Background: an optimization exercise with open tools, aiming at small area and a short achievable clock period. Do not read the settings as production practice.
Function was checked by simulation only, so behaviour that the tests miss may differ from the original.
No activity file was given, so power comes from the tool's default toggle rates.

==> flow/design.v <==
module dp_ram #(
    DATA_WIDTH = 32,
    ADDR_WIDTH = 32) (
    input  logic clkIn,
    input  logic wrEnIn,
    input  logic [ADDR_WIDTH-1:0] wrAddrIn,
    input  logic [DATA_WIDTH-1:0] wrDataIn,
    input  logic [ADDR_WIDTH-1:0] rdAddrIn,
    output logic [DATA_WIDTH-1:0] rdDataOut);
    localparam DEPTH = 1 << ADDR_WIDTH;
    logic [DEPTH-1:0][DATA_WIDTH-1:0] dataR;
    logic [DATA_WIDTH-1:0] rdDataR;
    always @(posedge clkIn) begin
        if (wrEnIn) begin
            dataR[wrAddrIn] <= wrDataIn;
        end
        rdDataR <= dataR[rdAddrIn];
    end
    assign rdDataOut = rdDataR;
endmodule
module fifo #(
    DATA_WIDTH = 32,
    DEPTH      = 32,
    SKID       = 0) (
    input  logic clkIn,
    input  logic rstIn,
    input  logic wrValidIn,
    output logic wrConsentOut,
    input  logic [DATA_WIDTH-1:0] wrDataIn,
    output logic rdValidOut,
    input  logic rdConsentIn,
    output logic [DATA_WIDTH-1:0] rdDataOut);
    localparam MDEPTH = DEPTH - 1;               
    localparam NLO = 4;                          
    localparam NHI = (MDEPTH + NLO - 1) / NLO;   
    localparam LASTLO = (MDEPTH - 1) % NLO;
    localparam LASTHI = (MDEPTH - 1) / NLO;
    localparam CW = $clog2(DEPTH + 1);
    logic [DATA_WIDTH-1:0] headR;
    logic [DATA_WIDTH-1:0] memR [0:MDEPTH-1];
    logic [NLO-1:0] wrLoR;
    logic [NHI-1:0] wrHiR;
    logic [MDEPTH-1:0] rdSelR;
    logic [CW-1:0] countR;
    logic rdValidR, wrConsentR, oneR;
    logic wr, rd, inc, dec, wrMem, rdMem, wrWrap, headLoad;
    logic is2, is31, is32;
    logic [CW-1:0] countInc, countDec;
    logic [DATA_WIDTH-1:0] memOut;
    assign wr  = wrValidIn & wrConsentR;
    assign rd  = rdConsentIn & rdValidR;
    assign inc = wr & ~rd;
    assign dec = rd & ~wr;
    assign wrMem = wr & rdValidR & ~(rdConsentIn & oneR);
    assign rdMem = rd & ~oneR;
    assign wrWrap = wrLoR[LASTLO] & wrHiR[LASTHI];
    assign is2  = countR == CW'(2);
    assign is31 = countR == CW'(DEPTH - 1);
    assign is32 = countR == CW'(DEPTH);
    assign countInc = countR + 1'b1;
    assign countDec = countR - 1'b1;
    always_comb begin
        memOut = '0;
        for (int i = 0; i < MDEPTH; i++)
            memOut = memOut | (memR[i] & {DATA_WIDTH{rdSelR[i]}});
    end
    always_ff @(posedge clkIn) begin
        if (rstIn) begin
            wrLoR      <= NLO'(1);
            wrHiR      <= NHI'(1);
            rdSelR     <= MDEPTH'(1);
            countR     <= '0;
            rdValidR   <= 1'b0;
            wrConsentR <= 1'b0;
            oneR       <= 1'b0;
        end else begin
            if (wrMem) begin
                if (wrWrap) begin
                    wrLoR <= NLO'(1);
                    wrHiR <= NHI'(1);
                end else begin
                    wrLoR <= {wrLoR[NLO-2:0], wrLoR[NLO-1]};
                    if (wrLoR[NLO-1])
                        wrHiR <= {wrHiR[NHI-2:0], wrHiR[NHI-1]};
                end
            end
            if (rdMem) rdSelR <= {rdSelR[MDEPTH-2:0], rdSelR[MDEPTH-1]};
            if (inc) begin
                countR     <= countInc;
                rdValidR   <= 1'b1;
                oneR       <= ~rdValidR;
                wrConsentR <= ~is31;
            end else if (dec) begin
                countR     <= countDec;
                rdValidR   <= ~oneR;
                oneR       <= is2;
                wrConsentR <= 1'b1;
            end else begin
                wrConsentR <= ~is32;
            end
        end
    end
    assign headLoad = ~rdValidR | (rdConsentIn & oneR);
    always_ff @(posedge clkIn) begin
        if (rstIn)
            headR <= '0;
        else if (headLoad)
            headR <= wrDataIn;
        else if (rdConsentIn)
            headR <= memOut;
    end
    for (genvar i = 0; i < MDEPTH; i++) begin : g_mem
        always_ff @(posedge clkIn) begin
            if (wrConsentR && wrLoR[i % NLO] && wrHiR[i / NLO])
                memR[i] <= wrDataIn;
        end
    end
    assign rdValidOut = rdValidR;
    assign wrConsentOut = wrConsentR;
    assign rdDataOut = headR;
endmodule
clock: 4.5 ns
lec_check: 0
cap_margin: 20
core_margin: 2
core_utilization: 75
cts_cluster_diameter: 90
cts_cluster_size: 28
setup_slack_margin: 2.4
slew_margin: 20
run.sh (not shown) runs the stock make flow with config.mk's settings and CLKGATE_MAP_FILE= SYNTH_SCRIPT=/design/flow/synth_recipe.tcl, a recipe that flattens the netlist after the stock synthesis.
Rerun with:
- CORE_UTILIZATION: 75 -> 65
- SLEW_MARGIN: 20 -> 85
What happened: Sequential power stays flat. Wire length came out higher by 6.9%. Setup slack improves by 0.0074 ns. Combinational power grows by 23%. Non-clock buffer count rose by 303.
Rerun with:
- SLEW_MARGIN: 85 -> 70
Effect: The changed run ran to the end with no violations. Power went down slightly. Via count shrinks by a few percent. Global-route usage falls by 0.73 points. Hold slack improves by 0.023 ns. Clock power hardly moves. Worst setup slack improves by 0.11 ns. Combinational power goes down by roughly a tenth. First-iteration DRC count fell by a few percent. Final cell count shrinks by a few percent.
Rerun with:
- CTS_CLUSTER_DIAMETER: 90 -> 100
- CTS_CLUSTER_SIZE: 28 -> 30
- SLEW_MARGIN: 70 -> 20
What happened: The changed run ran to the end with no violations. Hold slack gains 0.0073 ns. Final area goes down by about 5.5%. Synthesized area does not change. Power goes down by 1.3%.

== P ==
fifo, a different RTL version from the one above (not shown whole).
Size: ~2400 cells after synthesis, roughly 1100 flip-flops, ~70 I/O pins, roughly 40000 um^2 of cells after synthesis.
export LEC_CHECK = 0
export CAP_MARGIN = 20
export CORE_MARGIN = 2
export CORE_UTILIZATION = 60
export CTS_CLUSTER_DIAMETER = 90
export CTS_CLUSTER_SIZE = 28
export SETUP_SLACK_MARGIN = 2.6
export SLEW_MARGIN = 20
create_clock -name core_clock -period 4.5 [get_ports {clkIn}]
Inputs modified between P and Q:
Settings: CORE_UTILIZATION: 60 -> 65; TNS_END_PERCENT: unset -> 10; SETUP_SLACK_MARGIN: 2.6 -> 2.7.
Notes after the runs:
- Q vs. P: area taken by multi-input logic gates went up by about 1.4%.
- From P to Q the numbers moved as follows: period utilization shrank by 1.4 points, worst-case hold slack saw an increase, clock network fraction of design power went up 0.4 points.
- Number of buffer and inverter stages on the critical path ended up 1 lower on Q than on P.
- Compared to P, Q has clock period minus worst slack 0.063 ns lower.
- Cmp Q and P / total routed wire length on the met1 layer / lower: Q
- Compared with P, in Q net switching component of the power saw little to no change; area of all placed cells without fillers barely changed.
- The sequential share of cell area was comparable across Q and P.

Starting RTL as in the previous note.
clock: 4.5 ns
lec_check: 0
cap_margin: 20
core_margin: 2
core_utilization: 70
cts_cluster_diameter: 90
cts_cluster_size: 28
setup_slack_margin: 2.5
slew_margin: 20
Then changed:
- CORE_UTILIZATION: 70 -> 65
- CTS_CLUSTER_DIAMETER: 90 -> 100
- CTS_CLUSTER_SIZE: 28 -> 30
- SETUP_SLACK_MARGIN: 2.5 -> 2.6
Outcome: Sequential power is about the same; wire length is higher by 1.8%; register-to-register slack gains 0.14 ns; worst setup slack gains 0.057 ns; sequential share of layout area is lower by 0.37 points; power is higher by 0.56%; global-route usage is lower by 2.7 points; core utilization is lower by 5.7 points; worst hold slack loses 0.0076 ns.
Then changed:
- CTS_CLUSTER_DIAMETER: 100 -> 90
- CTS_CLUSTER_SIZE: 30 -> 28
- TNS_END_PERCENT: not set -> 10
Setup slack improved by 0.0081 ns. Global-route usage falls by 0.57 points. Critical path depth is unchanged. Hold slack is better by 0.0071 ns. Via count decreases by about 1.3%.
Then changed:
- TNS_END_PERCENT: 10 -> not set
After rerunning: Design area went up by 0.69%. Area after synthesis stays the same. Maximum frequency barely changes. Via count climbs by 0.79%. Routed wire length went up by about 1.6%. Flip-flop and latch count stays the same. Clock skew increases by 0.011 ns. Core utilization rose by 0.49 points.
Then changed:
- SETUP_SLACK_MARGIN: 2.6 -> 2.4
The changed run finished clean.
Cell area went down slightly.
Via count falls slightly.
Worst setup slack is worse by 0.062 ns.
Critical path depth stays the same.
Count of clock-buffer cells in the layout increases by 1.

Setup of main:
fifo, a different RTL version from the one above (not shown whole).
Size in the first run: ~1100 flip-flops, ~70 I/O pins.
Settings: LEC_CHECK=0, CAP_MARGIN=20, CORE_MARGIN=2, CORE_UTILIZATION=65, CTS_CLUSTER_DIAMETER=80, CTS_CLUSTER_SIZE=24, SETUP_SLACK_MARGIN=2.5, SLEW_MARGIN=20; clock period 4.5 ns.
main closes out successfully: all stages finished, all timing, DRC and antenna checks passed.
Inputs modified between main and the feature branch:
# main
export LEC_CHECK = 0
export CAP_MARGIN = 20
export CORE_MARGIN = 2
export CORE_UTILIZATION = 65
export CTS_CLUSTER_DIAMETER = 80
export CTS_CLUSTER_SIZE = 24
export SETUP_SLACK_MARGIN = 2.5
export SLEW_MARGIN = 20
create_clock -name core_clock -period 4.5 [get_ports {clkIn}]
# the feature branch
export LEC_CHECK = 0
export CAP_MARGIN = 20
export CORE_MARGIN = 2
export CORE_UTILIZATION = 75
export CTS_CLUSTER_DIAMETER = 80
export CTS_CLUSTER_SIZE = 24
export SETUP_SLACK_MARGIN = 2.6
export SLEW_MARGIN = 20
create_clock -name core_clock -period 4.5 [get_ports {clkIn}]
### Flow results
- Relative to main, the total power of the feature branch is lower by about 0.5%.
- Of the two values seen for end point of the critical path, wrEnR[1]$_SDFFE_PP0P_ was produced by the feature branch and wrEnR[19]$_SDFFE_PP0P_ by main.
- Compared with main, the router placed more vias in the feature branch.
- | clock buffer count | the feature branch vs main | 2.3% higher |

Setup of job 104:
RTL: one of the versions met above, not the one the previous note started from.
For scale: about 2400 cells after synthesis, roughly 1100 flip-flops, about 70 I/O pins, ~40000 µm² of cells after synthesis.
// fifo
module fifo #(
    DATA_WIDTH = 32,
    DEPTH      = 32,
    SKID       = 0) (
    input  logic clkIn,
    input  logic rstIn,
    input  logic wrValidIn,
    output logic wrConsentOut,
    input  logic [DATA_WIDTH-1:0] wrDataIn,
    output logic rdValidOut,
    input  logic rdConsentIn,
    output logic [DATA_WIDTH-1:0] rdDataOut);
    localparam MDEPTH = DEPTH - 1;               
    localparam NLO = 4;                          
    localparam NHI = (MDEPTH + NLO - 1) / NLO;   
    localparam LASTLO = (MDEPTH - 1) % NLO;
    localparam LASTHI = (MDEPTH - 1) / NLO;
    localparam CW = $clog2(DEPTH + 1);
    localparam HALF = DATA_WIDTH / 2;
    logic [DATA_WIDTH-1:0] headR;
    logic [DATA_WIDTH-1:0] memR [0:MDEPTH-1];
    logic [NLO-1:0] wrLoR, wrLoBR;
    logic [NHI-1:0] wrHiR, wrHiBR;
    logic [MDEPTH-1:0] rdSelR, rdSelBR;
    logic [CW-1:0] countR;
    logic rdValidR, wrConsentR, oneR;
    logic wr, rd, inc, dec, wrMem, rdMem, wrWrap, headLoad, consentNext;
    logic is2, is31, is32;
    logic [CW-1:0] countInc, countDec;
    logic [DATA_WIDTH-1:0] memOut;
    assign wr  = wrValidIn & wrConsentR;
    assign rd  = rdConsentIn & rdValidR;
    assign inc = wr & ~rd;
    assign dec = rd & ~wr;
    assign wrMem = wr & rdValidR & ~(rdConsentIn & oneR);
    assign rdMem = rd & ~oneR;
    assign wrWrap = wrLoR[LASTLO] & wrHiR[LASTHI];
    assign is2  = countR == CW'(2);
    assign is31 = countR == CW'(DEPTH - 1);
    assign is32 = countR == CW'(DEPTH);
    assign countInc = countR + 1'b1;
    assign countDec = countR - 1'b1;
    assign consentNext = inc ? ~is31 : (dec | ~is32);
    always_comb begin
        memOut = '0;
  ...
export LEC_CHECK = 0
export CAP_MARGIN = 20
export CORE_MARGIN = 2
export CORE_UTILIZATION = 65
export CTS_CLUSTER_DIAMETER = 90
export CTS_CLUSTER_SIZE = 28
export SETUP_SLACK_MARGIN = 2.45
export SLEW_MARGIN = 20
create_clock -name core_clock -period 4.5 [get_ports {clkIn}]
[inputs] job 102 vs job 104
- SETUP_SLACK_MARGIN changed from 2.45 to 2.5
==> notes.md <==
Job 102 vs job 104 — maximum frequency rose 3.3%.
Fraction of cell area in non-clock buffers (lower): job 104
Job 102 vs. job 104: fraction of power consumed by the clock network went down 0.3 points; number of violations reported at the end of detailed-routing iteration 0 went down 25; non-clock buffer count went up 13; number of nets in the final layout went up about 0.5%.

## afterwards: timing with drivers on the ports
Ports are ideal in the flow. The routed layouts listed here were re-timed in OpenROAD.
Step 1 sets driving cells, clkbuf_16 on the clock port and buf_2 on the other inputs (assumed; they add their load-dependent delay and slew).
Step 2, shift: input delay + t, output delay - t, t = (earliest + latest rising clock arrival at the registers) / 2. This alone moves slack from input paths to output paths.
Three values: ideal, step 1, step 2; two values: the first two.
run	t (ns)	setup slack, ns	hold slack, ns	worst register clock-pin slew, ns	worst data-port slew with drivers (ns)
the first run of note 1	0.686	2.247 / 2.247 / 1.754	0.509 / 0.509 / 0.509	0.11 / 0.11	0.12
the second run of note 1	0.695	2.254 / 2.254 / 1.628	0.479 / 0.453 / 0.496	0.11 / 0.11	0.12
the third run of note 1	0.689	2.361 / 2.292 / 1.775	0.502 / 0.502 / 0.502	0.11 / 0.11	0.11
the fourth run of note 1	0.684	2.333 / 2.333 / 1.782	0.509 / 0.509 / 0.509	0.12 / 0.12	0.12
P	0.691	2.384 / 2.317 / 1.776	0.501 / 0.501 / 0.501	0.11 / 0.11	0.08
Q	0.703	2.447 / 2.381 / 1.865	0.508 / 0.508 / 0.508	0.11 / 0.11	0.08
the first run of note 3	0.688	2.393 / 2.391 / 1.747	0.503 / 0.503 / 0.503	0.11 / 0.11	0.17
the second run of note 3	0.689	2.450 / 2.384 / 1.900	0.496 / 0.496 / 0.496	0.12 / 0.12	0.09
the third run of note 3	0.702	2.458 / 2.389 / 1.903	0.503 / 0.503 / 0.503	0.11 / 0.11	0.09
the fourth run of note 3	0.694	2.456 / 2.392 / 1.874	0.496 / 0.496 / 0.496	0.11 / 0.11	0.09
the fifth run of note 3	0.702	2.394 / 2.329 / 1.660	0.508 / 0.508 / 0.508	0.11 / 0.11	0.16
main	0.712	2.327 / 2.278 / 1.685	0.527 / 0.527 / 0.527	0.10 / 0.10	0.09
the feature branch	0.699	2.391 / 2.383 / 1.715	0.535 / 0.535 / 0.535	0.10 / 0.10	0.12
job 104	0.703	2.393 / 2.328 / 1.748	0.507 / 0.507 / 0.507	0.11 / 0.11	0.16
job 102	0.692	2.460 / 2.393 / 1.874	0.484 / 0.484 / 0.484	0.11 / 0.11	0.08
After both steps setup and hold are still met in every run listed. The setup slack of the fifth run of note 3, which loses most, moves by -0.065 ns with the drivers and by -0.734 ns with both steps.
